Context: an optimization exercise on an open-source flow, tuned for small area, a short achievable clock period and few clock cycles per item. The choices shown serve that exercise and are no tape-out recipe.
No run shown here included a check of the RTL's function; only the layout flow was run.
Power and IR drop assume default switching activity.

## flow/design.v (module list and top-level ports; edited modules follow where they fit)
// module alu: 1735 lines
// module fa: 4 lines
// module ha: 4 lines
// module conv3x3: 121 lines
module conv3x3(
    input wire clk,
    input wire rst,
    input wire en,
    input wire [7:0] pixel1,
    input wire [7:0] pixel2,
    input wire [7:0] pixel3,
    input wire [7:0] pixel4,
    input wire [7:0] pixel5,
    input wire [7:0] pixel6,
    input wire [7:0] pixel7,
    input wire [7:0] pixel8,
    input wire [7:0] pixel9,
    input wire [7:0] filter1,
    input wire [7:0] filter2,
    input wire [7:0] filter3,
    input wire [7:0] filter4,
    input wire [7:0] filter5,
    input wire [7:0] filter6,
    input wire [7:0] filter7,
    input wire [7:0] filter8,
    input wire [7:0] filter9,
    output wire [31:0] result,
    output wire done
);
  // ...
==> flow/flow/run.sh <==
#!/bin/bash
set -o pipefail
bash standard.sh "BUFFER_PORTS_ARGS=-buffer_cell sky130_fd_sc_hd__buf_2" finish > standard_flow.log 2>&1
==> flow/standard.sh <==
#!/bin/bash
# synth_recipe.tcl (not shown) runs the flow's synth.tcl, then flattens the netlist and writes it again
# the make line also repeats each setting of config.mk as NAME=value (left out here)
make -C /OpenROAD-flow-scripts/flow DESIGN_CONFIG=/design/flow/config.mk WORK_HOME=/design/flow/orfs CLKGATE_MAP_FILE= SYNTH_SCRIPT=/design/flow/synth_recipe.tcl "${@:-finish}"
==> flow/config.mk <==
export PLATFORM = sky130hd
export DESIGN_NAME = conv3x3
export DESIGN_NICKNAME = conv3x3
export VERILOG_FILES = /design/flow/design.v
export SDC_FILE = /design/flow/constraint.sdc
export NUM_CORES = 4
export LEC_CHECK = 0
export CAP_MARGIN = 20
export CORE_MARGIN = 2
export CORE_UTILIZATION = 65
export SETUP_SLACK_MARGIN = 4.3
export SLEW_MARGIN = 20
export SYNTH_HIERARCHICAL = 1
==> flow/constraint.sdc <==
create_clock -name core_clock -period 10.0 [get_ports {clk}]
set_input_delay 2.0000 -clock core_clock [delete_from_list [all_inputs] [get_ports {clk}]]
set_output_delay 2.0000 -clock core_clock [all_outputs]
set_load 0.01 [all_outputs]
==> results by group, run 1 <==
Status
  – Status: no timing/DRC/antenna violations

Cells and area
  – Proportion of layout cells with a drive suffix above 1: between 10% and 20%
  – ClkCell Share: less than 1%
  – Area occupied by multi-input gates: between 10000 and 15000 um^2
  – Most common cell after layout, fill and taps aside: nand2_1
  – Layout non-clock buf frac: under 10%
  – Final Non-Filler Cells: approximately 1800
  – Commonest cells after routing, fill and taps aside: 566 x nand2_1, 490 x fa_1, 150 x buf_2
  – Largest register FFs: 50
  – FF+latch count: 51
  – Clkbuf count: 6

Floorplan
  – Die Ht: 162 um
  – Row Count: 57
  – Starting Density: 66.7%

Worst setup path
  – Worst EP required: 10.17 ns
  – Crit path depth: 9
  – Worst setup SP type: input pin
  – CP dominant cell by count: fa_1

Synthesis
  – Commonest cells post-synth: 572 x nand2_1, 544 x fa_1, 131 x buf_2, 62 x buf_4, 50 x dfxtp_1
  – Top_reg_cell synth: dfxtp_1
  – Synth Area in Adders: a little over two thirds
  – Synthesized flop and latch total: approximately 50
  – Compound-Gate Fraction of Synth Area: ~1.4%

Pwr
  – Combinational Power Share: 90.2%
  – Clock power frac: under 10%
  – Sw Pwr: 3.61 mW
  – Clk. pwr: about 210 uW
  – Peak VDD IR: 663 uV

Timing
  – Setup slack after layout: between 4 and 5 ns
  – Final setup TNS: 0 ns
  – Hold slack: 1.49 ns
  – Final setup viols: 0

Drt
  – Final wirelength: 48.8 mm
  – Vias per cell: 6.20

Placed design
  – Detail Placement HPWL: 44.5 mm

Global route
  – Met2 usage: between 60% and 70%
  – M3 GR Usage: under 10%

Clocking
  – Cts bufs inserted: 5
==> module conv3x3, before the edit <==
module conv3x3(
    input wire clk,
    input wire rst,
    input wire en,
    input wire [7:0] pixel1,
    input wire [7:0] pixel2,
    input wire [7:0] pixel3,
    input wire [7:0] pixel4,
    input wire [7:0] pixel5,
    input wire [7:0] pixel6,
    input wire [7:0] pixel7,
    input wire [7:0] pixel8,
    input wire [7:0] pixel9,
    input wire [7:0] filter1,
    input wire [7:0] filter2,
    input wire [7:0] filter3,
    input wire [7:0] filter4,
    input wire [7:0] filter5,
    input wire [7:0] filter6,
    input wire [7:0] filter7,
    input wire [7:0] filter8,
    input wire [7:0] filter9,
    output wire [31:0] result,
    output wire done
);
wire [49:0] cs;
reg [49:0] cs_reg;
reg done_reg;
alu alu1(
    .pixel1(pixel1),
    .pixel2(pixel2),
    .pixel3(pixel3),
    .pixel4(pixel4),
    .pixel5(pixel5),
    .pixel6(pixel6),
    .pixel7(pixel7),
    .pixel8(pixel8),
    .pixel9(pixel9),
    .filter1(filter1),
    .filter2(filter2),
    .filter3(filter3),
    .filter4(filter4),
    .filter5(filter5),
    .filter6(filter6),
    .filter7(filter7),
    .filter8(filter8),
    .filter9(filter9),
    .cs(cs)
);
always @ (posedge clk)
    cs_reg <= cs;
always @ (posedge clk or posedge rst) begin
    if (rst)
        done_reg <= 1'b0;
    else
        done_reg <= en;
end
wire bhs1, bhc1;
ha bha1 (.a(cs_reg[5]), .b(cs_reg[6]), .s(bhs1), .co(bhc1));
wire bhs2, bhc2;
ha bha2 (.a(cs_reg[8]), .b(cs_reg[9]), .s(bhs2), .co(bhc2));
wire bs537, bc537;
fa bfa537 (.a(cs_reg[10]), .b(cs_reg[11]), .c(cs_reg[12]), .s(bs537), .co(bc537));
wire bhs3, bhc3;
ha bha3 (.a(cs_reg[13]), .b(bhc2), .s(bhs3), .co(bhc3));
wire bs538, bc538;
fa bfa538 (.a(cs_reg[14]), .b(cs_reg[15]), .c(cs_reg[16]), .s(bs538), .co(bc538));
wire bhs4, bhc4;
ha bha4 (.a(bc537), .b(bs538), .s(bhs4), .co(bhc4));
wire bs539, bc539;
fa bfa539 (.a(cs_reg[17]), .b(cs_reg[18]), .c(cs_reg[19]), .s(bs539), .co(bc539));
wire bs540, bc540;
fa bfa540 (.a(cs_reg[20]), .b(cs_reg[21]), .c(bc538), .s(bs540), .co(bc540));
wire bhs5, bhc5;
ha bha5 (.a(bs539), .b(bhc4), .s(bhs5), .co(bhc5));
wire bs541, bc541;
fa bfa541 (.a(cs_reg[22]), .b(cs_reg[23]), .c(cs_reg[24]), .s(bs541), .co(bc541));
wire bs542, bc542;
fa bfa542 (.a(cs_reg[25]), .b(bc539), .c(bs541), .s(bs542), .co(bc542));
wire bhs6, bhc6;
ha bha6 (.a(bc540), .b(bs542), .s(bhs6), .co(bhc6));
wire bs543, bc543;
fa bfa543 (.a(cs_reg[26]), .b(cs_reg[27]), .c(cs_reg[28]), .s(bs543), .co(bc543));
wire bs544, bc544;
fa bfa544 (.a(cs_reg[29]), .b(bc541), .c(bs543), .s(bs544), .co(bc544));
wire bhs7, bhc7;
ha bha7 (.a(bc542), .b(bs544), .s(bhs7), .co(bhc7));
wire bs545, bc545;
fa bfa545 (.a(cs_reg[30]), .b(cs_reg[31]), .c(cs_reg[32]), .s(bs545), .co(bc545));
wire bs546, bc546;
fa bfa546 (.a(cs_reg[33]), .b(bc543), .c(bs545), .s(bs546), .co(bc546));
wire bhs8, bhc8;
ha bha8 (.a(bc544), .b(bs546), .s(bhs8), .co(bhc8));
wire bs547, bc547;
fa bfa547 (.a(cs_reg[34]), .b(cs_reg[35]), .c(cs_reg[36]), .s(bs547), .co(bc547));
wire bs548, bc548;
fa bfa548 (.a(cs_reg[37]), .b(bc545), .c(bs547), .s(bs548), .co(bc548));
wire bhs9, bhc9;
ha bha9 (.a(bc546), .b(bs548), .s(bhs9), .co(bhc9));
wire bs549, bc549;
fa bfa549 (.a(cs_reg[38]), .b(cs_reg[39]), .c(cs_reg[40]), .s(bs549), .co(bc549));
wire bs550, bc550;
fa bfa550 (.a(cs_reg[41]), .b(bc547), .c(bs549), .s(bs550), .co(bc550));
wire bhs10, bhc10;
ha bha10 (.a(bc548), .b(bs550), .s(bhs10), .co(bhc10));
wire bs551, bc551;
fa bfa551 (.a(cs_reg[42]), .b(cs_reg[43]), .c(bc549), .s(bs551), .co(bc551));
wire bhs11, bhc11;
ha bha11 (.a(bc550), .b(bs551), .s(bhs11), .co(bhc11));
wire bs552, bc552;
fa bfa552 (.a(cs_reg[44]), .b(cs_reg[45]), .c(cs_reg[46]), .s(bs552), .co(bc552));
wire bhs12, bhc12;
ha bha12 (.a(bs552), .b(bc551), .s(bhs12), .co(bhc12));
wire bhs13, bhc13;
ha bha13 (.a(cs_reg[47]), .b(bc552), .s(bhs13), .co(bhc13));
wire [19:0] rowa = {cs_reg[49], cs_reg[48], bhc12, bhc11, bhc10, bhc9, bhc8, bhc7, bhc6, bhc5, bs540, bhc3, bs537, bhc1, cs_reg[7], cs_reg[4], cs_reg[3], cs_reg[2], cs_reg[1], cs_reg[0]};
wire [19:0] rowb = {1'b0, bhc13, bhs13, bhs12, bhs11, bhs10, bhs9, bhs8, bhs7, bhs6, bhs5, bhs4, bhs3, bhs2, bhs1, 1'b0, 1'b0, 1'b0, 1'b0, 1'b0};
wire [19:0] sum = rowa + rowb;
assign result = {12'd0, ~sum};
assign done = done_reg;
endmodule
==> run 2, diff against run 1 <==
--- a/flow/design.v
+++ b/flow/design.v
@@ -12,17 +12,17 @@
     input wire [7:0] filter2,
     input wire [7:0] filter3,
     input wire [7:0] filter4,
     input wire [7:0] filter5,
     input wire [7:0] filter6,
     input wire [7:0] filter7,
     input wire [7:0] filter8,
     input wire [7:0] filter9,
-    output wire [49:0] cs
+    output wire [48:0] cs
 );
 wire pp1_0_0 = ~(pixel1[0] & filter1[0]);
 wire pp1_0_1 = ~(pixel1[0] & filter1[1]);
 wire pp1_0_2 = ~(pixel1[0] & filter1[2]);
 wire pp1_0_3 = ~(pixel1[0] & filter1[3]);
 wire pp1_0_4 = ~(pixel1[0] & filter1[4]);
 wire pp1_0_5 = ~(pixel1[0] & filter1[5]);
 wire pp1_0_6 = ~(pixel1[0] & filter1[6]);
@@ -786,17 +786,17 @@
 fa afa92 (.a(ac56), .b(as86), .c(as87), .s(as92), .co(ac92));
 wire as93, ac93;
 fa afa93 (.a(as88), .b(as89), .c(ac57), .s(as93), .co(ac93));
 wire as94, ac94;
 fa afa94 (.a(as90), .b(ac58), .c(as91), .s(as94), .co(ac94));
 wire as95, ac95;
 fa afa95 (.a(as92), .b(ac59), .c(as93), .s(as95), .co(ac95));
 wire as96, ac96;
-fa afa96 (.a(as94), .b(ac60), .c(as95), .s(as96), .co(ac96));
+fa afa96 (.a(as94), .b(as95), .c(ac60), .s(as96), .co(ac96));
 wire as97, ac97;
 assign as97 = ~(pp1_0_5 ^ pp1_1_4);
 assign ac97 = pp1_0_5 | pp1_1_4;
 wire as98, ac98;
 fa afa98 (.a(pp1_2_3), .b(pp1_3_2), .c(pp1_4_1), .s(as98), .co(ac98));
 wire as99, ac99;
 fa afa99 (.a(pp1_5_0), .b(pp2_0_5), .c(pp2_1_4), .s(as99), .co(ac99));
 wire as100, ac100;
@@ -1101,17 +1101,17 @@
 fa afa248 (.a(as241), .b(ac183), .c(ac184), .s(as248), .co(ac248));
 wire as249, ac249;
 fa afa249 (.a(as242), .b(ac185), .c(ac186), .s(as249), .co(ac249));
 wire as250, ac250;
 fa afa250 (.a(as243), .b(as244), .c(ac187), .s(as250), .co(ac250));
 wire as251, ac251;
 fa afa251 (.a(as245), .b(as246), .c(as247), .s(as251), .co(ac251));
 wire as252, ac252;
-fa afa252 (.a(ac188), .b(ac189), .c(as248), .s(as252), .co(ac252));
+fa afa252 (.a(as248), .b(ac188), .c(ac189), .s(as252), .co(ac252));
 wire as253, ac253;
 fa afa253 (.a(ac190), .b(as249), .c(as250), .s(as253), .co(ac253));
 wire as254, ac254;
 fa afa254 (.a(as251), .b(ac191), .c(as252), .s(as254), .co(ac254));
 wire as255, ac255;
 assign as255 = ~(pp1_1_7 ^ pp1_2_6);
 assign ac255 = pp1_1_7 | pp1_2_6;
 wire as256, ac256;
@@ -1226,17 +1226,17 @@
 fa afa310 (.a(as303), .b(ac247), .c(as304), .s(as310), .co(ac310));
 wire as311, ac311;
 fa afa311 (.a(as305), .b(as306), .c(ac248), .s(as311), .co(ac311));
 wire as312, ac312;
 fa afa312 (.a(as307), .b(ac249), .c(as308), .s(as312), .co(ac312));
 wire as313, ac313;
 fa afa313 (.a(ac250), .b(as309), .c(ac251), .s(as313), .co(ac313));
 wire as314, ac314;
-fa afa314 (.a(as310), .b(ac252), .c(as311), .s(as314), .co(ac314));
+fa afa314 (.a(as310), .b(as311), .c(ac252), .s(as314), .co(ac314));
 wire as315, ac315;
 fa afa315 (.a(as312), .b(ac253), .c(as313), .s(as315), .co(ac315));
 wire as316, ac316;
 fa afa316 (.a(pp1_2_7), .b(pp1_3_6), .c(pp1_4_5), .s(as316), .co(ac316));
 wire as317, ac317;
 fa afa317 (.a(pp1_5_4), .b(pp1_6_3), .c(pp1_7_2), .s(as317), .co(ac317));
 wire as318, ac318;
 fa afa318 (.a(pp2_2_7), .b(pp2_3_6), .c(pp2_4_5), .s(as318), .co(ac318));
@@ -1332,23 +1332,23 @@
 fa afa363 (.a(ac302), .b(ac303), .c(as356), .s(as363), .co(ac363));
 wire as364, ac364;
 fa afa364 (.a(ac304), .b(ac305), .c(ac306), .s(as364), .co(ac364));
 wire as365, ac365;
 fa afa365 (.a(as357), .b(as358), .c(as359), .s(as365), .co(ac365));
 wire as366, ac366;
 fa afa366 (.a(as360), .b(as361), .c(ac307), .s(as366), .co(ac366));
 wire as367, ac367;
-fa afa367 (.a(ac308), .b(as362), .c(ac309), .s(as367), .co(ac367));
+fa afa367 (.a(as362), .b(ac308), .c(ac309), .s(as367), .co(ac367));
 wire as368, ac368;
 fa afa368 (.a(as363), .b(ac310), .c(as364), .s(as368), .co(ac368));
 wire as369, ac369;
 fa afa369 (.a(as365), .b(ac311), .c(as366), .s(as369), .co(ac369));
 wire as370, ac370;
-fa afa370 (.a(ac312), .b(as367), .c(ac313), .s(as370), .co(ac370));
+fa afa370 (.a(ac312), .b(as367), .c(as368), .s(as370), .co(ac370));
 wire as371, ac371;
 fa afa371 (.a(pp1_3_7), .b(pp1_4_6), .c(pp1_5_5), .s(as371), .co(ac371));
 wire as372, ac372;
 fa afa372 (.a(pp1_6_4), .b(pp1_7_3), .c(pp2_3_7), .s(as372), .co(ac372));
 wire as373, ac373;
 fa afa373 (.a(pp2_4_6), .b(pp2_5_5), .c(pp2_6_4), .s(as373), .co(ac373));
 wire as374, ac374;
 fa afa374 (.a(pp2_7_3), .b(pp3_3_7), .c(pp3_4_6), .s(as374), .co(ac374));
@@ -1426,25 +1426,25 @@
 fa afa410 (.a(as403), .b(as404), .c(ac356), .s(as410), .co(ac410));
 wire as411, ac411;
 fa afa411 (.a(ac357), .b(ac358), .c(ac359), .s(as411), .co(ac411));
 wire as412, ac412;
 fa afa412 (.a(ac360), .b(ac361), .c(as405), .s(as412), .co(ac412));
 wire as413, ac413;
 fa afa413 (.a(as406), .b(as407), .c(as408), .s(as413), .co(ac413));
 wire as414, ac414;
-fa afa414 (.a(as409), .b(ac362), .c(ac363), .s(as414), .co(ac414));
+fa afa414 (.a(as409), .b(ac362), .c(as410), .s(as414), .co(ac414));
 wire as415, ac415;
-fa afa415 (.a(as410), .b(ac364), .c(ac365), .s(as415), .co(ac415));
+fa afa415 (.a(ac363), .b(ac364), .c(ac365), .s(as415), .co(ac415));
 wire as416, ac416;
-fa afa416 (.a(as411), .b(as412), .c(ac366), .s(as416), .co(ac416));
+fa afa416 (.a(as411), .b(as412), .c(as413), .s(as416), .co(ac416));
 wire as417, ac417;
-fa afa417 (.a(as413), .b(ac367), .c(as414), .s(as417), .co(ac417));
+fa afa417 (.a(ac366), .b(as414), .c(ac367), .s(as417), .co(ac417));
 wire as418, ac418;
-fa afa418 (.a(ac368), .b(as415), .c(ac369), .s(as418), .co(ac418));
+fa afa418 (.a(ac368), .b(as415), .c(as416), .s(as418), .co(ac418));
 wire as419, ac419;
 fa afa419 (.a(pp1_4_7), .b(pp1_5_6), .c(pp1_6_5), .s(as419), .co(ac419));
 wire as420, ac420;
 fa afa420 (.a(pp1_7_4), .b(pp2_4_7), .c(pp2_5_6), .s(as420), .co(ac420));
 wire as421, ac421;
 fa afa421 (.a(pp2_6_5), .b(pp2_7_4), .c(pp3_4_7), .s(as421), .co(ac421));
 wire as422, ac422;
 fa afa422 (.a(pp3_5_6), .b(pp3_6_5), .c(pp3_7_4), .s(as422), .co(ac422));
@@ -1508,23 +1508,23 @@
 fa afa451 (.a(as445), .b(ac405), .c(ac406), .s(as451), .co(ac451));
 wire as452, ac452;
 fa afa452 (.a(ac407), .b(as446), .c(ac408), .s(as452), .co(ac452));
 wire as453, ac453;
 fa afa453 (.a(ac409), .b(as447), .c(as448), .s(as453), .co(ac453));
 wire as454, ac454;
 fa afa454 (.a(as449), .b(as450), .c(ac410), .s(as454), .co(ac454));
 wire as455, ac455;
-fa afa455 (.a(ac411), .b(ac412), .c(as451), .s(as455), .co(ac455));
+fa afa455 (.a(as451), .b(ac411), .c(ac412), .s(as455), .co(ac455));
 wire as456, ac456;
 fa afa456 (.a(ac413), .b(as452), .c(as453), .s(as456), .co(ac456));
 wire as457, ac457;
 fa afa457 (.a(ac414), .b(as454), .c(ac415), .s(as457), .co(ac457));
 wire as458, ac458;
-fa afa458 (.a(as455), .b(ac416), .c(as456), .s(as458), .co(ac458));
+fa afa458 (.a(as455), .b(as456), .c(ac416), .s(as458), .co(ac458));
 wire as459, ac459;
 assign as459 = ~(pp1_5_7 ^ pp1_6_6);
 assign ac459 = pp1_5_7 | pp1_6_6;
 wire as460, ac460;
 fa afa460 (.a(pp1_7_5), .b(pp2_5_7), .c(pp2_6_6), .s(as460), .co(ac460));
 wire as461, ac461;
 fa afa461 (.a(pp2_7_5), .b(pp3_5_7), .c(pp3_6_6), .s(as461), .co(ac461));
 wire as462, ac462;
@@ -1573,23 +1573,23 @@
 fa afa483 (.a(ac445), .b(as477), .c(as478), .s(as483), .co(ac483));
 wire as484, ac484;
 fa afa484 (.a(as479), .b(ac446), .c(ac447), .s(as484), .co(ac484));
 wire as485, ac485;
 fa afa485 (.a(ac448), .b(as480), .c(ac449), .s(as485), .co(ac485));
 wire as486, ac486;
 fa afa486 (.a(ac450), .b(as481), .c(as482), .s(as486), .co(ac486));
 wire as487, ac487;
-fa afa487 (.a(as483), .b(ac451), .c(ac452), .s(as487), .co(ac487));
+fa afa487 (.a(as483), .b(ac451), .c(as484), .s(as487), .co(ac487));
 wire as488, ac488;
-fa afa488 (.a(ac453), .b(as484), .c(as485), .s(as488), .co(ac488));
+fa afa488 (.a(ac452), .b(ac453), .c(as485), .s(as488), .co(ac488));
 wire as489, ac489;
 fa afa489 (.a(as486), .b(ac454), .c(ac455), .s(as489), .co(ac489));
 wire as490, ac490;
-fa afa490 (.a(ac456), .b(as487), .c(as488), .s(as490), .co(ac490));
+fa afa490 (.a(as487), .b(ac456), .c(as488), .s(as490), .co(ac490));
 wire as491, ac491;
 fa afa491 (.a(pp1_6_7), .b(pp1_7_6), .c(pp2_6_7), .s(as491), .co(ac491));
 wire as492, ac492;
 fa afa492 (.a(pp2_7_6), .b(pp3_6_7), .c(pp3_7_6), .s(as492), .co(ac492));
 wire as493, ac493;
 fa afa493 (.a(pp4_6_7), .b(pp4_7_6), .c(pp5_6_7), .s(as493), .co(ac493));
 wire as494, ac494;
 fa afa494 (.a(pp5_7_6), .b(pp6_6_7), .c(pp6_7_6), .s(as494), .co(ac494));
@@ -1621,21 +1621,21 @@
 fa afa507 (.a(ac478), .b(as502), .c(ac479), .s(as507), .co(ac507));
 wire as508, ac508;
 fa afa508 (.a(as503), .b(as504), .c(as505), .s(as508), .co(ac508));
 wire as509, ac509;
 fa afa509 (.a(ac480), .b(ac481), .c(ac482), .s(as509), .co(ac509));
 wire as510, ac510;
 fa afa510 (.a(ac483), .b(as506), .c(as507), .s(as510), .co(ac510));
 wire as511, ac511;
-fa afa511 (.a(as508), .b(ac484), .c(ac485), .s(as511), .co(ac511));
+fa afa511 (.a(as508), .b(ac484), .c(as509), .s(as511), .co(ac511));
 wire as512, ac512;
-fa afa512 (.a(ac486), .b(as509), .c(as510), .s(as512), .co(ac512));
+fa afa512 (.a(ac485), .b(ac486), .c(as510), .s(as512), .co(ac512));
 wire as513, ac513;
-fa afa513 (.a(ac487), .b(ac488), .c(as511), .s(as513), .co(ac513));
+fa afa513 (.a(ac487), .b(as511), .c(ac488), .s(as513), .co(ac513));
 wire as514, ac514;
 fa afa514 (.a(pp1_7_7), .b(pp2_7_7), .c(pp3_7_7), .s(as514), .co(ac514));
 wire as515, ac515;
 fa afa515 (.a(pp4_7_7), .b(pp5_7_7), .c(pp6_7_7), .s(as515), .co(ac515));
 wire as516, ac516;
 fa afa516 (.a(pp7_7_7), .b(pp8_7_7), .c(pp9_7_7), .s(as516), .co(ac516));
 wire as517, ac517;
 fa afa517 (.a(ac491), .b(ac492), .c(ac493), .s(as517), .co(ac517));
@@ -1663,53 +1663,50 @@
 fa afa528 (.a(ac514), .b(ac515), .c(ac516), .s(as528), .co(ac528));
 wire as529, ac529;
 fa afa529 (.a(ac517), .b(ac518), .c(ac519), .s(as529), .co(ac529));
 wire as530, ac530;
 fa afa530 (.a(as528), .b(ac520), .c(ac521), .s(as530), .co(ac530));
 wire as531, ac531;
 fa afa531 (.a(as529), .b(ac522), .c(ac523), .s(as531), .co(ac531));
 wire as532, ac532;
-fa afa532 (.a(as530), .b(ac524), .c(ac525), .s(as532), .co(ac532));
+fa afa532 (.a(as530), .b(ac524), .c(as531), .s(as532), .co(ac532));
 wire as533, ac533;
-fa afa533 (.a(as531), .b(ac526), .c(as532), .s(as533), .co(ac533));
+fa afa533 (.a(ac525), .b(ac526), .c(as532), .s(as533), .co(ac533));
 wire as534, ac534;
 assign as534 = ~(ac528 ^ ac529);
 assign ac534 = ac528 | ac529;
 wire as535, ac535;
 fa afa535 (.a(ac530), .b(as534), .c(ac531), .s(as535), .co(ac535));
 wire as536, ac536;
 assign as536 = ~(ac534 ^ ac535);
 assign ac536 = ac534 | ac535;
-wire ahs0, ahc0;
-assign ahs0 = ~ac536;
-assign ahc0 = ac536;
 assign cs[0] = as3;   
 assign cs[1] = as14;   
 assign cs[2] = as33;   
 assign cs[3] = as60;   
 assign cs[4] = as96;   
 assign cs[5] = as139;   
-assign cs[6] = ac96;   
-assign cs[7] = as140;   
+assign cs[6] = as140;   
+assign cs[7] = ac96;   
 assign cs[8] = ac140;   
 assign cs[9] = as193;   
 assign cs[10] = ac192;   
 assign cs[11] = as253;   
 assign cs[12] = as254;   
 assign cs[13] = ac193;   
 assign cs[14] = ac254;   
 assign cs[15] = as314;   
 assign cs[16] = as315;   
-assign cs[17] = as368;   
-assign cs[18] = ac314;   
-assign cs[19] = as369;   
-assign cs[20] = ac315;   
-assign cs[21] = as370;   
-assign cs[22] = as416;   
+assign cs[17] = ac313;   
+assign cs[18] = as369;   
+assign cs[19] = ac314;   
+assign cs[20] = as370;   
+assign cs[21] = ac315;   
+assign cs[22] = ac369;   
 assign cs[23] = as417;   
 assign cs[24] = ac370;   
 assign cs[25] = as418;   
 assign cs[26] = ac417;   
 assign cs[27] = as457;   
 assign cs[28] = ac418;   
 assign cs[29] = as458;   
 assign cs[30] = ac457;   
@@ -1717,26 +1714,25 @@
 assign cs[32] = ac458;   
 assign cs[33] = as490;   
 assign cs[34] = as512;   
 assign cs[35] = ac489;   
 assign cs[36] = ac490;   
 assign cs[37] = as513;   
 assign cs[38] = as526;   
 assign cs[39] = ac512;   
-assign cs[40] = ac513;   
-assign cs[41] = as527;   
+assign cs[40] = as527;   
+assign cs[41] = ac513;   
 assign cs[42] = ac527;   
 assign cs[43] = as533;   
 assign cs[44] = ac532;   
 assign cs[45] = as535;   
 assign cs[46] = ac533;   
 assign cs[47] = as536;   
-assign cs[48] = ahs0;   
-assign cs[49] = ahc0;   
+assign cs[48] = ac536;   
 endmodule
 module fa (input wire a, input wire b, input wire c, output wire s, output wire co);
 assign s = a ^ b ^ c;
 assign co = (a & b) | (a & c) | (b & c);
 endmodule
 module ha (input wire a, input wire b, output wire s, output wire co);
 assign s = a ^ b;
 assign co = a & b;
@@ -1761,18 +1757,18 @@
     input wire [7:0] filter5,
     input wire [7:0] filter6,
     input wire [7:0] filter7,
     input wire [7:0] filter8,
     input wire [7:0] filter9,
     output wire [31:0] result,
     output wire done
 );
-wire [49:0] cs;
-reg [49:0] cs_reg;
+wire [48:0] cs;
+reg [48:0] cs_reg;
 reg done_reg;
 alu alu1(
     .pixel1(pixel1),
     .pixel2(pixel2),
     .pixel3(pixel3),
     .pixel4(pixel4),
     .pixel5(pixel5),
     .pixel6(pixel6),
@@ -1793,72 +1789,282 @@
 always @ (posedge clk)
     cs_reg <= cs;
 always @ (posedge clk or posedge rst) begin
     if (rst)
         done_reg <= 1'b0;
     else
         done_reg <= en;
 end
+wire bhs0, bhc0;
+ha bha0 (.a(cs_reg[5]), .b(cs_reg[6]), .s(bhs0), .co(bhc0));
 wire bhs1, bhc1;
-ha bha1 (.a(cs_reg[5]), .b(cs_reg[6]), .s(bhs1), .co(bhc1));
-wire bhs2, bhc2;
-ha bha2 (.a(cs_reg[8]), .b(cs_reg[9]), .s(bhs2), .co(bhc2));
+ha bha1 (.a(cs_reg[8]), .b(cs_reg[9]), .s(bhs1), .co(bhc1));
 wire bs537, bc537;
 fa bfa537 (.a(cs_reg[10]), .b(cs_reg[11]), .c(cs_reg[12]), .s(bs537), .co(bc537));
-wire bhs3, bhc3;
-ha bha3 (.a(cs_reg[13]), .b(bhc2), .s(bhs3), .co(bhc3));
+wire bhs2, bhc2;
+ha bha2 (.a(cs_reg[13]), .b(bhc1), .s(bhs2), .co(bhc2));
 wire bs538, bc538;
 fa bfa538 (.a(cs_reg[14]), .b(cs_reg[15]), .c(cs_reg[16]), .s(bs538), .co(bc538));
-wire bhs4, bhc4;
-ha bha4 (.a(bc537), .b(bs538), .s(bhs4), .co(bhc4));
+wire bhs3, bhc3;
+ha bha3 (.a(bc537), .b(bs538), .s(bhs3), .co(bhc3));
 wire bs539, bc539;
 fa bfa539 (.a(cs_reg[17]), .b(cs_reg[18]), .c(cs_reg[19]), .s(bs539), .co(bc539));
 wire bs540, bc540;
 fa bfa540 (.a(cs_reg[20]), .b(cs_reg[21]), .c(bc538), .s(bs540), .co(bc540));
-wire bhs5, bhc5;
-ha bha5 (.a(bs539), .b(bhc4), .s(bhs5), .co(bhc5));
+wire bhs4, bhc4;
+ha bha4 (.a(bs539), .b(bhc3), .s(bhs4), .co(bhc4));
 wire bs541, bc541;
 fa bfa541 (.a(cs_reg[22]), .b(cs_reg[23]), .c(cs_reg[24]), .s(bs541), .co(bc541));
 wire bs542, bc542;
 fa bfa542 (.a(cs_reg[25]), .b(bc539), .c(bs541), .s(bs542), .co(bc542));
-wire bhs6, bhc6;
-ha bha6 (.a(bc540), .b(bs542), .s(bhs6), .co(bhc6));
+wire bhs5, bhc5;
+ha bha5 (.a(bc540), .b(bs542), .s(bhs5), .co(bhc5));
 wire bs543, bc543;
 fa bfa543 (.a(cs_reg[26]), .b(cs_reg[27]), .c(cs_reg[28]), .s(bs543), .co(bc543));
 wire bs544, bc544;
 fa bfa544 (.a(cs_reg[29]), .b(bc541), .c(bs543), .s(bs544), .co(bc544));
-wire bhs7, bhc7;
-ha bha7 (.a(bc542), .b(bs544), .s(bhs7), .co(bhc7));
+wire bhs6, bhc6;
+ha bha6 (.a(bc542), .b(bs544), .s(bhs6), .co(bhc6));
 wire bs545, bc545;
 fa bfa545 (.a(cs_reg[30]), .b(cs_reg[31]), .c(cs_reg[32]), .s(bs545), .co(bc545));
 wire bs546, bc546;
 fa bfa546 (.a(cs_reg[33]), .b(bc543), .c(bs545), .s(bs546), .co(bc546));
-wire bhs8, bhc8;
-ha bha8 (.a(bc544), .b(bs546), .s(bhs8), .co(bhc8));
+wire bhs7, bhc7;
+ha bha7 (.a(bc544), .b(bs546), .s(bhs7), .co(bhc7));
 wire bs547, bc547;
 fa bfa547 (.a(cs_reg[34]), .b(cs_reg[35]), .c(cs_reg[36]), .s(bs547), .co(bc547));
 wire bs548, bc548;
 fa bfa548 (.a(cs_reg[37]), .b(bc545), .c(bs547), .s(bs548), .co(bc548));
-wire bhs9, bhc9;
-ha bha9 (.a(bc546), .b(bs548), .s(bhs9), .co(bhc9));
+wire bhs8, bhc8;
+ha bha8 (.a(bc546), .b(bs548), .s(bhs8), .co(bhc8));
 wire bs549, bc549;
 fa bfa549 (.a(cs_reg[38]), .b(cs_reg[39]), .c(cs_reg[40]), .s(bs549), .co(bc549));
 wire bs550, bc550;
 fa bfa550 (.a(cs_reg[41]), .b(bc547), .c(bs549), .s(bs550), .co(bc550));
-wire bhs10, bhc10;
-ha bha10 (.a(bc548), .b(bs550), .s(bhs10), .co(bhc10));
+wire bhs9, bhc9;
+ha bha9 (.a(bc548), .b(bs550), .s(bhs9), .co(bhc9));
 wire bs551, bc551;
 fa bfa551 (.a(cs_reg[42]), .b(cs_reg[43]), .c(bc549), .s(bs551), .co(bc551));
-wire bhs11, bhc11;
-ha bha11 (.a(bc550), .b(bs551), .s(bhs11), .co(bhc11));
+wire bhs10, bhc10;
+ha bha10 (.a(bc550), .b(bs551), .s(bhs10), .co(bhc10));
 wire bs552, bc552;
 fa bfa552 (.a(cs_reg[44]), .b(cs_reg[45]), .c(cs_reg[46]), .s(bs552), .co(bc552));
+wire bhs11, bhc11;
+ha bha11 (.a(bs552), .b(bc551), .s(bhs11), .co(bhc11));
 wire bhs12, bhc12;
-ha bha12 (.a(bs552), .b(bc551), .s(bhs12), .co(bhc12));
+ha bha12 (.a(cs_reg[47]), .b(bc552), .s(bhs12), .co(bhc12));
 wire bhs13, bhc13;
-ha bha13 (.a(cs_reg[47]), .b(bc552), .s(bhs13), .co(bhc13));
-wire [19:0] rowa = {cs_reg[49], cs_reg[48], bhc12, bhc11, bhc10, bhc9, bhc8, bhc7, bhc6, bhc5, bs540, bhc3, bs537, bhc1, cs_reg[7], cs_reg[4], cs_reg[3], cs_reg[2], cs_reg[1], cs_reg[0]};
-wire [19:0] rowb = {1'b0, bhc13, bhs13, bhs12, bhs11, bhs10, bhs9, bhs8, bhs7, bhs6, bhs5, bhs4, bhs3, bhs2, bhs1, 1'b0, 1'b0, 1'b0, 1'b0, 1'b0};
-wire [19:0] sum = rowa + rowb;
+assign bhs13 = ~cs_reg[48];
+assign bhc13 = cs_reg[48];
+wire [19:0] rowa = {bhc13, bhc12, bhc11, bhc10, bhc9, bhc8, bhc7, bhc6, bhc5, bhc4, bs540, bhc2, bs537, bhc0, cs_reg[7], cs_reg[4], cs_reg[3], cs_reg[2], cs_reg[1], cs_reg[0]};
+wire [19:0] rowb = {1'b0, bhs13, bhs12, bhs11, bhs10, bhs9, bhs8, bhs7, bhs6, bhs5, bhs4, bhs3, bhs2, bhs1, bhs0, 1'b0, 1'b0, 1'b0, 1'b0, 1'b0};
+wire [19:0] g0 = rowa & rowb;
+wire [19:0] t0 = rowa | rowb;
+wire [19:0] g1, t1;
+assign g1[0] = g0[0];
+assign t1[0] = t0[0];
+assign g1[1] = g0[1] | (t0[1] & g0[0]);
+assign t1[1] = t0[1] & t0[0];
+assign g1[2] = g0[2];
+assign t1[2] = t0[2];
+assign g1[3] = g0[3] | (t0[3] & g0[2]);
+assign t1[3] = t0[3] & t0[2];
+assign g1[4] = g0[4];
+assign t1[4] = t0[4];
+assign g1[5] = g0[5] | (t0[5] & g0[4]);
+assign t1[5] = t0[5] & t0[4];
+assign g1[6] = g0[6];
+assign t1[6] = t0[6];
+assign g1[7] = g0[7] | (t0[7] & g0[6]);
+assign t1[7] = t0[7] & t0[6];
+assign g1[8] = g0[8];
+assign t1[8] = t0[8];
+assign g1[9] = g0[9] | (t0[9] & g0[8]);
+assign t1[9] = t0[9] & t0[8];
+assign g1[10] = g0[10];
+assign t1[10] = t0[10];
+assign g1[11] = g0[11] | (t0[11] & g0[10]);
+assign t1[11] = t0[11] & t0[10];
+assign g1[12] = g0[12];
+assign t1[12] = t0[12];
+assign g1[13] = g0[13] | (t0[13] & g0[12]);
+assign t1[13] = t0[13] & t0[12];
+assign g1[14] = g0[14];
+assign t1[14] = t0[14];
+assign g1[15] = g0[15] | (t0[15] & g0[14]);
+assign t1[15] = t0[15] & t0[14];
+assign g1[16] = g0[16];
+assign t1[16] = t0[16];
+assign g1[17] = g0[17] | (t0[17] & g0[16]);
+assign t1[17] = t0[17] & t0[16];
+assign g1[18] = g0[18];
+assign t1[18] = t0[18];
+assign g1[19] = g0[19] | (t0[19] & g0[18]);
+assign t1[19] = t0[19] & t0[18];
+wire [19:0] g2, t2;
+assign g2[0] = g1[0];
+assign t2[0] = t1[0];
+assign g2[1] = g1[1];
+assign t2[1] = t1[1];
+assign g2[2] = g1[2] | (t1[2] & g1[1]);
+assign t2[2] = t1[2] & t1[1];
+assign g2[3] = g1[3] | (t1[3] & g1[1]);
+assign t2[3] = t1[3] & t1[1];
+assign g2[4] = g1[4];
+assign t2[4] = t1[4];
+assign g2[5] = g1[5];
+assign t2[5] = t1[5];
+assign g2[6] = g1[6] | (t1[6] & g1[5]);
+assign t2[6] = t1[6] & t1[5];
+assign g2[7] = g1[7] | (t1[7] & g1[5]);
+assign t2[7] = t1[7] & t1[5];
+assign g2[8] = g1[8];
+assign t2[8] = t1[8];
+assign g2[9] = g1[9];
+assign t2[9] = t1[9];
+assign g2[10] = g1[10] | (t1[10] & g1[9]);
+assign t2[10] = t1[10] & t1[9];
+assign g2[11] = g1[11] | (t1[11] & g1[9]);
+assign t2[11] = t1[11] & t1[9];
+assign g2[12] = g1[12];
+assign t2[12] = t1[12];
+assign g2[13] = g1[13];
+assign t2[13] = t1[13];
+assign g2[14] = g1[14] | (t1[14] & g1[13]);
+assign t2[14] = t1[14] & t1[13];
+assign g2[15] = g1[15] | (t1[15] & g1[13]);
+assign t2[15] = t1[15] & t1[13];
+assign g2[16] = g1[16];
+assign t2[16] = t1[16];
+assign g2[17] = g1[17];
+assign t2[17] = t1[17];
+assign g2[18] = g1[18] | (t1[18] & g1[17]);
+assign t2[18] = t1[18] & t1[17];
+assign g2[19] = g1[19] | (t1[19] & g1[17]);
+assign t2[19] = t1[19] & t1[17];
+wire [19:0] g3, t3;
+assign g3[0] = g2[0];
+assign t3[0] = t2[0];
+assign g3[1] = g2[1];
+assign t3[1] = t2[1];
+assign g3[2] = g2[2];
+assign t3[2] = t2[2];
+assign g3[3] = g2[3];
+assign t3[3] = t2[3];
+assign g3[4] = g2[4] | (t2[4] & g2[3]);
+assign t3[4] = t2[4] & t2[3];
+assign g3[5] = g2[5] | (t2[5] & g2[3]);
+assign t3[5] = t2[5] & t2[3];
+assign g3[6] = g2[6] | (t2[6] & g2[3]);
+assign t3[6] = t2[6] & t2[3];
+assign g3[7] = g2[7] | (t2[7] & g2[3]);
+assign t3[7] = t2[7] & t2[3];
+assign g3[8] = g2[8];
+assign t3[8] = t2[8];
+assign g3[9] = g2[9];
+assign t3[9] = t2[9];
+assign g3[10] = g2[10];
+assign t3[10] = t2[10];
+assign g3[11] = g2[11];
+assign t3[11] = t2[11];
+assign g3[12] = g2[12] | (t2[12] & g2[11]);
+assign t3[12] = t2[12] & t2[11];
+assign g3[13] = g2[13] | (t2[13] & g2[11]);
+assign t3[13] = t2[13] & t2[11];
+assign g3[14] = g2[14] | (t2[14] & g2[11]);
+assign t3[14] = t2[14] & t2[11];
+assign g3[15] = g2[15] | (t2[15] & g2[11]);
+assign t3[15] = t2[15] & t2[11];
+assign g3[16] = g2[16];
+assign t3[16] = t2[16];
+assign g3[17] = g2[17];
+assign t3[17] = t2[17];
+assign g3[18] = g2[18];
+assign t3[18] = t2[18];
+assign g3[19] = g2[19];
+assign t3[19] = t2[19];
+wire [19:0] g4, t4;
+assign g4[0] = g3[0];
+assign t4[0] = t3[0];
+assign g4[1] = g3[1];
+assign t4[1] = t3[1];
+assign g4[2] = g3[2];
+assign t4[2] = t3[2];
+assign g4[3] = g3[3];
+assign t4[3] = t3[3];
+assign g4[4] = g3[4];
+assign t4[4] = t3[4];
+assign g4[5] = g3[5];
+assign t4[5] = t3[5];
+assign g4[6] = g3[6];
+assign t4[6] = t3[6];
+assign g4[7] = g3[7];
+assign t4[7] = t3[7];
+assign g4[8] = g3[8] | (t3[8] & g3[7]);
+assign t4[8] = t3[8] & t3[7];
+assign g4[9] = g3[9] | (t3[9] & g3[7]);
+assign t4[9] = t3[9] & t3[7];
+assign g4[10] = g3[10] | (t3[10] & g3[7]);
+assign t4[10] = t3[10] & t3[7];
+assign g4[11] = g3[11] | (t3[11] & g3[7]);
+assign t4[11] = t3[11] & t3[7];
+assign g4[12] = g3[12] | (t3[12] & g3[7]);
+assign t4[12] = t3[12] & t3[7];
+assign g4[13] = g3[13] | (t3[13] & g3[7]);
+assign t4[13] = t3[13] & t3[7];
+assign g4[14] = g3[14] | (t3[14] & g3[7]);
+assign t4[14] = t3[14] & t3[7];
+assign g4[15] = g3[15] | (t3[15] & g3[7]);
+assign t4[15] = t3[15] & t3[7];
+assign g4[16] = g3[16];
+assign t4[16] = t3[16];
+assign g4[17] = g3[17];
+assign t4[17] = t3[17];
+assign g4[18] = g3[18];
+assign t4[18] = t3[18];
+assign g4[19] = g3[19];
+assign t4[19] = t3[19];
+wire [19:0] g5, t5;
+assign g5[0] = g4[0];
+assign t5[0] = t4[0];
+assign g5[1] = g4[1];
+assign t5[1] = t4[1];
+assign g5[2] = g4[2];
+assign t5[2] = t4[2];
+assign g5[3] = g4[3];
+assign t5[3] = t4[3];
+assign g5[4] = g4[4];
+assign t5[4] = t4[4];
+assign g5[5] = g4[5];
+assign t5[5] = t4[5];
+assign g5[6] = g4[6];
+assign t5[6] = t4[6];
+assign g5[7] = g4[7];
+assign t5[7] = t4[7];
+assign g5[8] = g4[8];
+assign t5[8] = t4[8];
+assign g5[9] = g4[9];
+assign t5[9] = t4[9];
+assign g5[10] = g4[10];
+assign t5[10] = t4[10];
+assign g5[11] = g4[11];
+assign t5[11] = t4[11];
+assign g5[12] = g4[12];
+assign t5[12] = t4[12];
+assign g5[13] = g4[13];
+assign t5[13] = t4[13];
+assign g5[14] = g4[14];
+assign t5[14] = t4[14];
+assign g5[15] = g4[15];
+assign t5[15] = t4[15];
+assign g5[16] = g4[16] | (t4[16] & g4[15]);
+assign t5[16] = t4[16] & t4[15];
+assign g5[17] = g4[17] | (t4[17] & g4[15]);
+assign t5[17] = t4[17] & t4[15];
+assign g5[18] = g4[18] | (t4[18] & g4[15]);
+assign t5[18] = t4[18] & t4[15];
+assign g5[19] = g4[19] | (t4[19] & g4[15]);
+assign t5[19] = t4[19] & t4[15];
+wire [19:0] sum = rowa ^ rowb ^ {g5[18:0], 1'b0};
 assign result = {12'd0, ~sum};
 assign done = done_reg;
 endmodule
==> run 2 against run 1 <==
Synthesized cell count up 0.79%. Sequential cell count down 1. Utilization down 0.46 points. Wire length up 1.3%. First-iteration DRC count down 16%. Sequential power about the same. Combinational power up 3%. Cell count up 1.3%. Clock power about the same. Maximum frequency down 0.26%. Via count about the same. Synthesized area up 1.0%.
==> results by group, run 2 <==
Drt
  – Final wirelength: 49.4 mm (+1.3%)
  – Iter 0 DRT Violations: approximately 1100
  – DRT Pass-1 Iters: 8
  – Post-route ant nets: 0
  – Avg WL per Cell: 26.7 um
  – Routed vias: between 10000 and 15000
  – Vias per cell: 6.12 (-1.3%)
  – # DRC: 0

Synthesis
  – Netlist cell types: 30
  – Seq/Total Area, Yosys: under 10%
  – Most numerous cell in the Yosys netlist: nand2_1
  – Synthesized flop and latch total: 50 (-2.0%)
  – Post-synth EDFFs: 0
  – YS warnings: 7
  – Synth top area share: 66.3%
  – Asr flop ratio synth: about 2%
  – Top_reg_cell synth: dfxtp_1
  – Synth Cell Area: approximately 16000 um^2
  – Post-synth top area cell: fa_1
  – Syn Area/Cell: around 11 um^2
  – Mapped Cells: roughly 1500
  – Commonest cells post-synth: 562 x nand2_1, 546 x fa_1, 131 x buf_2, 65 x inv_1, 61 x buf_4
  – Top post-synthesis cells by area: fa_1 66%, nand2_1 13%, dfxtp_1 6.0%

Floorplan
  – Total I/O pin count: 180
  – Die Ht: 163 um (+0.49%)
  – Die span in x: about 160 um
  – Row Count: 58 (+1.8%)
  – Starting Density: 65.8% (-0.88 points)
  – Die Area: around 27000 um^2
  – Core area: between 20000 and 30000 um^2

Worst setup path
  – Slowest cell on the critical path: fa_1
  – Worst EP arrival: 3.65 ns
  – Max stage delay on crit path: a little under 0.6 ns
  – CP Cell Sequence: fa_1 > fa_1 > ha_4 > inv_2 > ha_4 > nor2_2 > a221oi_4 > o41ai_2 > a21oi_2 > o21bai_1 > fa_2 > inv_1 > buf_2
  – Worst setup SP type: flop
  – Worst EP required: 8.00 ns (-2.17 ns)
  – Crit Path Max Fanout: 3
  – Critical Path Sink Type: primary output
  – Worst setup path class: flop to primary output

Pwr
  – LEAKAGE: about 6.3 nW
  – Peak VDD IR: 1040 uV (+57%)
  – PwrDens: 415 nW/um^2

Clocking
  – Post-CTS Hold Buffers: 0
  – Cts bufs inserted: 5 (unchanged)
  – H-tree Lvls: 2
  – CTS Buffer Depth: 2
  – Sink Count: 50
  – Clk root buf: clkbuf_16
  – CTS tree: done
  – Clk slew on worst S/H paths: around 0.080 ns

Placed design
  – Detail Placement HPWL: 44.8 mm (+0.64%)
  – Pre-CTS setup slack: between 4 and 5 ns
  – GP Congestion: around 1
  – Total placed cells including tap cells: ~1800
  – # port buffers: approximately 170

Flow run
  – Number of max-cap violations: 0

Cells and area
  – Layout Area Growth over Synthesis: 3.83%
  – Final Util: 68.3%
  – Largest register FFs: 49 (-2.0%)
  – Proportion of layout cells with a drive suffix above 1: 17.3% (+1.5 points)
  – Fillers: around 2000
  – Commonest cells after routing, fill and taps aside: 556 x nand2_1, 490 x fa_1, 159 x buf_2
  – Layout Nets: roughly 2300
  – ANT cells: 0
  – Final Non-Filler Cells: 1853 (+1.3%)
  – Most common cell after layout, fill and taps aside: nand2_1

Timing
  – Final setup TNS: 0 ns (unchanged)
  – Setup slack after layout: 4.35 ns (-0.0147 ns)
  – RSZ-0062 raised after global routing: yes
  – Final worst path period share: a little under three fifths
  – Max Freq: approximately 180 MHz
  – Slew Limit Fails: 0
  – Final hold viol count: 0
  – Final setup viols: 0 (unchanged)
  – Minimum clock period: about 5.7 ns

Hold path
  – Min-delay worst type: input pin to asynchronous set/reset pin

Global route
  – Number of global-route vias before repair: around 12000
  – Total global-route track usage: around two fifths
  – Pin count of the biggest net entering global routing: 16
  – Initial antenna violation count: 0
  – GRT overflow: 0
  – First-pass GRT wire length: 75.1 mm

Status
  – Status: no timing/DRC/antenna violations
==> run 2: layer usage <==
layer | GRT usage [%] | share of wire (%)
met5 | 0 | 0
met4 | 24.6 | 7.8
met3 | 6.04 | 11
met2 | 62.0 | 47
met1 | 54.9 | 34
==> run 2: power breakdown <==
group          internal, mW  switching (mW)
clock network         0.119          0.0928
logic                  2.97            3.45
registers             0.418          0.0492
==> run 2: cell families (layout without fill, tap and decap cells) <==
logic type	after synthesis	in the layout	share of synthesized area (%)
AOI/OAI and AO/OA	19	19	1.04
xor gates and xnor gates	11	11	0.585
adders and majority gates	596	596	70.1
buffers and inverters	257	244	8.24
DFF	50	50	6.11
other	1	12	0.0228
and+or+nand+nor	591	591	13.9
==> run 2: timing repair <==
| action | in CTS | in global routing |
|---|---|---|
| setup buffers | 2 | 2 |
| pin swaps | 1 | 6 |
| endpoints found under the setup margin | 2 | 5 |
| resized for setup | 7 | 19 |
==> run 2: final cells by class <==
type                            instances  area, um^2  share of cell area, %
Sequential cell                        50        1010                   5.89
Multi-Input combinational cell       1229       14400                   84.1
Inverter                               65         244                   1.43
Tap cell                              330         413                   2.41
Clock buffer                            6         129                  0.753
Clock inverter                          2        37.5                  0.219
Timing Repair Buffer                  171         886                   5.18
==> run 2: critical path, delay by kind of cell (launching register included) <==
family	cells	cell delay [ns]
and+or+nand+nor	1	0.06
adders and majority gates	5	1.98
DFF	1	0.33
AOI/OAI and AO/OA	4	0.75
buffers and inverters	3	0.21
==> run 2: per-stage QoR <==
step,hold WS (ns),instance area (um^2),power [mW]
6_report,1.50,17100,7.09
5_1_grt,1.51,17100,7.91
4_1_cts,1.51,17000,7.03
3_5_place_dp,1.84,16800,6.59
3_3_place_gp,1.83,16800,6.44
2_1_floorplan,1.73,16800,6.22
==> run 2: modules after synthesis, one instance, submodules excluded <==
module,flip-flops and latches,times used
conv3x3,50,1
ha,0,13
fa,0,543
alu,0,1
==> run 2: how the worst max path moves through the flow <==
stage	from	endpoint	slack (ns)	cells after the start
floorplan	filter8[4]	cs_reg[29]	4.29	10
global placement	filter3[2]	cs_reg[25]	4.04	9
detailed placement	pixel5[5]	cs_reg[29]	4.04	9
CTS	cs_reg[34]	result[17]	4.32	13
global route	cs_reg[40]	result[16]	4.27	13
finish	cs_reg[40]	result[16]	4.35	13

## afterwards: timing with drivers on the ports
Ports are ideal in the flow. The routed layouts listed here were re-timed in OpenROAD. Step 1 assumes that a clkbuf_16 drives the clock port and a buf_2 every other input. Step 2, shift: input delay + t, output delay - t, t = (earliest + latest rising clock arrival at the registers) / 2. This alone moves slack from input paths to output paths. a / b / c = ideal ports / drivers / drivers and shift; a / b = the first two.
run	t (ns)	setup slack, ns	slew at the worst register clock pin (ns)
run 1	0.363	4.360 / 4.387 / 4.024	0.10 / 0.10
run 2	0.358	4.345 / 4.295 / 4.035	0.09 / 0.09
After both steps setup and hold are still met in every run listed. The setup slack of run 1, which loses most, moves by +0.027 ns with the drivers and by -0.336 ns with both steps.
